What follows belongs to an exercise in optimizing a design on an open flow for small area; a production flow would make more cautious choices. The RTL was checked by simulation tests, not by an equivalence proof against the original design.

==> run B <==
## Top_level
module Top_level
#(
    parameter BAUD_RATE             = 781250,   
    parameter MOTOR_CLOCK_FREQUENCY = 3906250,  
    parameter SERVO_COUNT_LIMIT     = 40        
)
(
    input           I_sys_clk_top,
    input           I_on_board_reset_n,
    input           I_rx_serial_data,
    output          o_servo1_directional_output_top,
    output          o_servo2_directional_output_top,
    output          o_servo3_directional_output_top,
    output          o_servo4_directional_output_top,
    output          o_servo1_gripping_output_top,
    output          o_servo2_gripping_output_top,
    output          o_servo3_gripping_output_top,
    output          o_servo4_gripping_output_top
);
==> flow/config.mk <==
export PLATFORM = sky130hd
export DESIGN_NAME = Top_level
export DESIGN_NICKNAME = Top_level
export VERILOG_FILES = /design/flow/design.v
export SDC_FILE = /design/flow/constraint.sdc
export NUM_CORES = 4
export LEC_CHECK = 0
export ABC_AREA = 1
export CAP_MARGIN = 20
export CORE_MARGIN = 2
export CORE_UTILIZATION = 75
export PLACE_DENSITY = 0.85
export SLEW_MARGIN = 20
==> flow/constraint.sdc <==
create_clock -name core_clock -period 8.0 [get_ports {I_sys_clk_top}]
set_input_delay 1.6000 -clock core_clock [delete_from_list [all_inputs] [get_ports {I_sys_clk_top}]]
set_output_delay 1.6000 -clock core_clock [all_outputs]
set_load 0.01 [all_outputs]
standard.sh (not shown) runs the stock make flow with config.mk's settings and CLKGATE_MAP_FILE= SYNTH_SCRIPT=/design/flow/synth_recipe.tcl, a recipe that flattens the netlist after the stock synthesis.
==> flow/flow/run.sh <==
#!/bin/bash
# Layout flow: the standard flow (standard.sh), with the synthesis's final
# technology mapping done by an area-oriented abc script (flow/area.script)
# instead of ORFS's, and without ORFS's adder extraction. Everything before the
# mapping, and so every register, is as in the standard synthesis.
set -euo pipefail
CTS_ARGS_OVERRIDE="-sink_clustering_enable -repair_clock_nets -dont_use_dummy_load -buf_list {sky130_fd_sc_hd__clkbuf_4 sky130_fd_sc_hd__clkbuf_8}"
HERE=$(pwd)
sed "s|^  log_cmd abc {\*}\$abc_args|  log_cmd abc -script $HERE/flow/area.script {*}[lrange \$abc_args 2 end]|" \
    "$FLOW_HOME/scripts/synth.tcl" > "$HERE/synth_area.tcl"
grep -q "flow/area.script" "$HERE/synth_area.tcl"
sed "s|^source \$::env(SCRIPTS_DIR)/synth.tcl|source $HERE/synth_area.tcl|" \
    "$HERE/synth_recipe.tcl" > "$HERE/synth_top.tcl"
grep -q "synth_area.tcl" "$HERE/synth_top.tcl"
bash "$HERE/standard.sh" SYNTH_SCRIPT="$HERE/synth_top.tcl" ADDER_MAP_FILE= BUFFER_PORTS_ARGS="-buffer_cell sky130_fd_sc_hd__buf_1" CTS_ARGS="${CTS_ARGS_OVERRIDE:--sink_clustering_enable -repair_clock_nets -dont_use_dummy_load}" finish > "$HERE/flow_make.log" 2>&1
==> flow/flow/area.script <==
strash
&get -n
&st
&deepsyn -T 60
&st
&dch -f
&nf -a
&put
mfs2
strash
&get -n
&st
&deepsyn -T 60
&st
&dch -f
&nf -a
&put
mfs2
strash
dch -f
amap
==> run A (differences from run B) <==
==> flow/flow/run.sh (replaced) <==
#!/bin/bash
# Layout flow: the standard flow (standard.sh), with the synthesis's final
# technology mapping done by an area-oriented abc script (flow/area.script)
# instead of ORFS's, and without ORFS's adder extraction. Everything before the
# mapping, and so every register, is as in the standard synthesis.
set -euo pipefail
HERE=$(pwd)
sed "s|^  log_cmd abc {\*}\$abc_args|  log_cmd abc -script $HERE/flow/area.script {*}[lrange \$abc_args 2 end]|" \
    "$FLOW_HOME/scripts/synth.tcl" > "$HERE/synth_area.tcl"
grep -q "flow/area.script" "$HERE/synth_area.tcl"
sed "s|^source \$::env(SCRIPTS_DIR)/synth.tcl|source $HERE/synth_area.tcl|" \
    "$HERE/synth_recipe.tcl" > "$HERE/synth_top.tcl"
grep -q "synth_area.tcl" "$HERE/synth_top.tcl"
bash "$HERE/standard.sh" SYNTH_SCRIPT="$HERE/synth_top.tcl" ADDER_MAP_FILE= BUFFER_PORTS_ARGS="-buffer_cell sky130_fd_sc_hd__buf_1" finish > "$HERE/flow_make.log" 2>&1
Settings changed: CTS_CLUSTER_DIAMETER set to 100, CTS_CLUSTER_SIZE set to 40.
==> run Z (differences from run B) <==
==> flow/flow/run.sh (replaced) <==
#!/bin/bash
# Layout flow: the standard flow (standard.sh), with these changes:
# - synthesis: the final technology mapping is done by area-oriented abc
#   scripts (flow/area*.script, tried in turn by flow/abc_multi.tcl, smallest
#   kept) instead of ORFS's, and without ORFS's adder extraction; everything
#   before the mapping, and so every register, is as in the standard synthesis;
# - port buffers are buf_1 cells;
# - clock tree synthesis without dummy loads.
set -euo pipefail
HERE=$(pwd)
sed "s|^  log_cmd abc {\*}\$abc_args|  source $HERE/flow/abc_multi.tcl|" \
    "$FLOW_HOME/scripts/synth.tcl" > "$HERE/synth_area.tcl"
grep -q "flow/abc_multi.tcl" "$HERE/synth_area.tcl"
sed "s|^source \$::env(SCRIPTS_DIR)/synth.tcl|source $HERE/synth_area.tcl|" \
    "$HERE/synth_recipe.tcl" > "$HERE/synth_top.tcl"
grep -q "synth_area.tcl" "$HERE/synth_top.tcl"
bash "$HERE/standard.sh" SYNTH_SCRIPT="$HERE/synth_top.tcl" ADDER_MAP_FILE= \
    BUFFER_PORTS_ARGS="-buffer_cell sky130_fd_sc_hd__buf_1" \
    CTS_ARGS="-sink_clustering_enable -repair_clock_nets -dont_use_dummy_load" \
    finish > "$HERE/flow_make.log" 2>&1
==> flow/flow/abc_multi.tcl (new file) <==
# Technology mapping, multi-start: map the design with each area script
# (deepsyn with different seeds) and keep the smallest result. Only the
# combinational logic changes; the registers are those of the standard synthesis.
set abc_dir [file dirname [file normalize [info script]]]
design -save pre_abc
set best_area 1e18
foreach scr [lsort [glob $abc_dir/area*.script]] {
  design -load pre_abc
  log_cmd abc -script $scr {*}[lrange $abc_args 2 end]
  set st [tee -q -s result.string stat {*}$lib_args]
  if { ![regexp {Chip area for module [^:]*: ([0-9.]+)} $st -> area] } {
    error "no area from stat"
  }
  puts "abc_multi: $scr area $area"
  if { $area < $best_area } {
    set best_area $area
    design -save best_abc
  }
}
design -load best_abc
puts "abc_multi: kept area $best_area"
==> flow/flow/area1.script (new file) <==
strash
&get -n
&st
&deepsyn -T 60
&st
&dch -f
&nf -a
&put
mfs2
strash
&get -n
&st
&deepsyn -T 60
&st
&dch -f
&nf -a
&put
mfs2
strash
&get -n
&st
&deepsyn -T 60
&st
&dch -f
&nf -a
&put
mfs2
strash
dch -f
amap
==> flow/flow/area2.script (new file) <==
strash
&get -n
&st
&deepsyn -T 60 -S 11
&st
&dch -f
&nf -a
&put
mfs2
strash
&get -n
&st
&deepsyn -T 60 -S 11
&st
&dch -f
&nf -a
&put
mfs2
strash
&get -n
&st
&deepsyn -T 60 -S 11
&st
&dch -f
&nf -a
&put
mfs2
strash
dch -f
amap
==> flow/flow/area3.script (new file) <==
strash
&get -n
&st
&deepsyn -T 60 -S 22
&st
&dch -f
&nf -a
&put
mfs2
strash
&get -n
&st
&deepsyn -T 60 -S 22
&st
&dch -f
&nf -a
&put
mfs2
strash
&get -n
&st
&deepsyn -T 60 -S 22
&st
&dch -f
&nf -a
&put
mfs2
strash
dch -f
amap
removed: flow/flow/area.script
==> run_results.csv <==
group,metric,value,unit
sta,worstMarginPinSlew,0.959,ns
finish,seq_share,0.505,
global_route,grt_util_met3,0.0653,
outcome,status,"no timing/DRC/antenna violations",
setup_path,path_cells,"clkinv_1, nor2_1, nand2_1, o211ai_1, clkinv_1, nand2_1, o221ai_1, nor4_1, clkinv_1, a2111oi_0, o41ai_1, nor2_1, nand2_1, nor3_1, clkinv_1, o221ai_1",
-- figures above: run Z

==> run_results.csv <==
group,metric,value,unit
finish,seq_share,0.500,
outcome,status,"no timing/DRC/antenna violations",
sta,max_freq,267,MHz
setup_path,slowest_stage,"a2111oi_0",
setup_path,worstRegToRegCells,18,
setup_path,path_cells,"clkinv_1, o21a_1, nor2_1, nor2_1, o22ai_1, a21oi_1, o211ai_1, a21oi_1, a2111oi_0, o31ai_1, a21oi_1, nor2_1, nand2_1, clkinv_1, o21ai_0, nor2_1, a21oi_1, nor2_1",
clock_network,clock-root-buffer,"clkbuf_8",
sta,timing.final.crit_period,3.75,ns
sta,rsz0062_at_grt,"no",
-- figures above: run B

==> run_results.csv <==
group,metric,value,unit
setup_path,path_cells,"clkinv_1, nor3_1, nand2_1, nor2_1, clkinv_1, nor3_1, clkinv_1, o311ai_0, nor2_1, o32ai_1",
global_route,grt_pass1_wl,18300,µm
outcome,status,"no timing/DRC/antenna violations",
global_route,grt_util_met3,0.0752,
finish,seq_share,0.492,
sta,worstMarginPinSlew,0.800,ns
clock_network,ctsResizeCount,0,
finish,clkCellAreaFrac,0.0417,
yosys,yosysSeqAreaShare,0.530,
-- figures above: run A

==> re-timing with driven ports <==
In the flow no input, the clock included, has a driving cell. The finished layouts below were timed again as built, in two steps. Step 1, drivers: a clkbuf_16 drives I_sys_clk_top and a buf_2 each remaining input, both assumed. Step 2, shift: input delay + t, output delay - t, t = (earliest + latest rising clock arrival at the registers) / 2. This alone moves slack from input paths to output paths. Slacks: ideal ports / drivers / drivers and shift; pairs: ideal ports / drivers.
| run | shift t [ns] | setup slack, ns | worst data-port slew with drivers (ns) |
|---|---|---|---|
| run B | 0.382 | 4.251 / 4.251 / 4.251 | 0.03 |
| run A | 0.399 | 4.518 / 4.518 / 4.518 | 0.03 |
| run Z | 0.386 | 3.941 / 3.941 / 3.941 | 0.03 |
After both steps setup and hold are still met in every run listed.
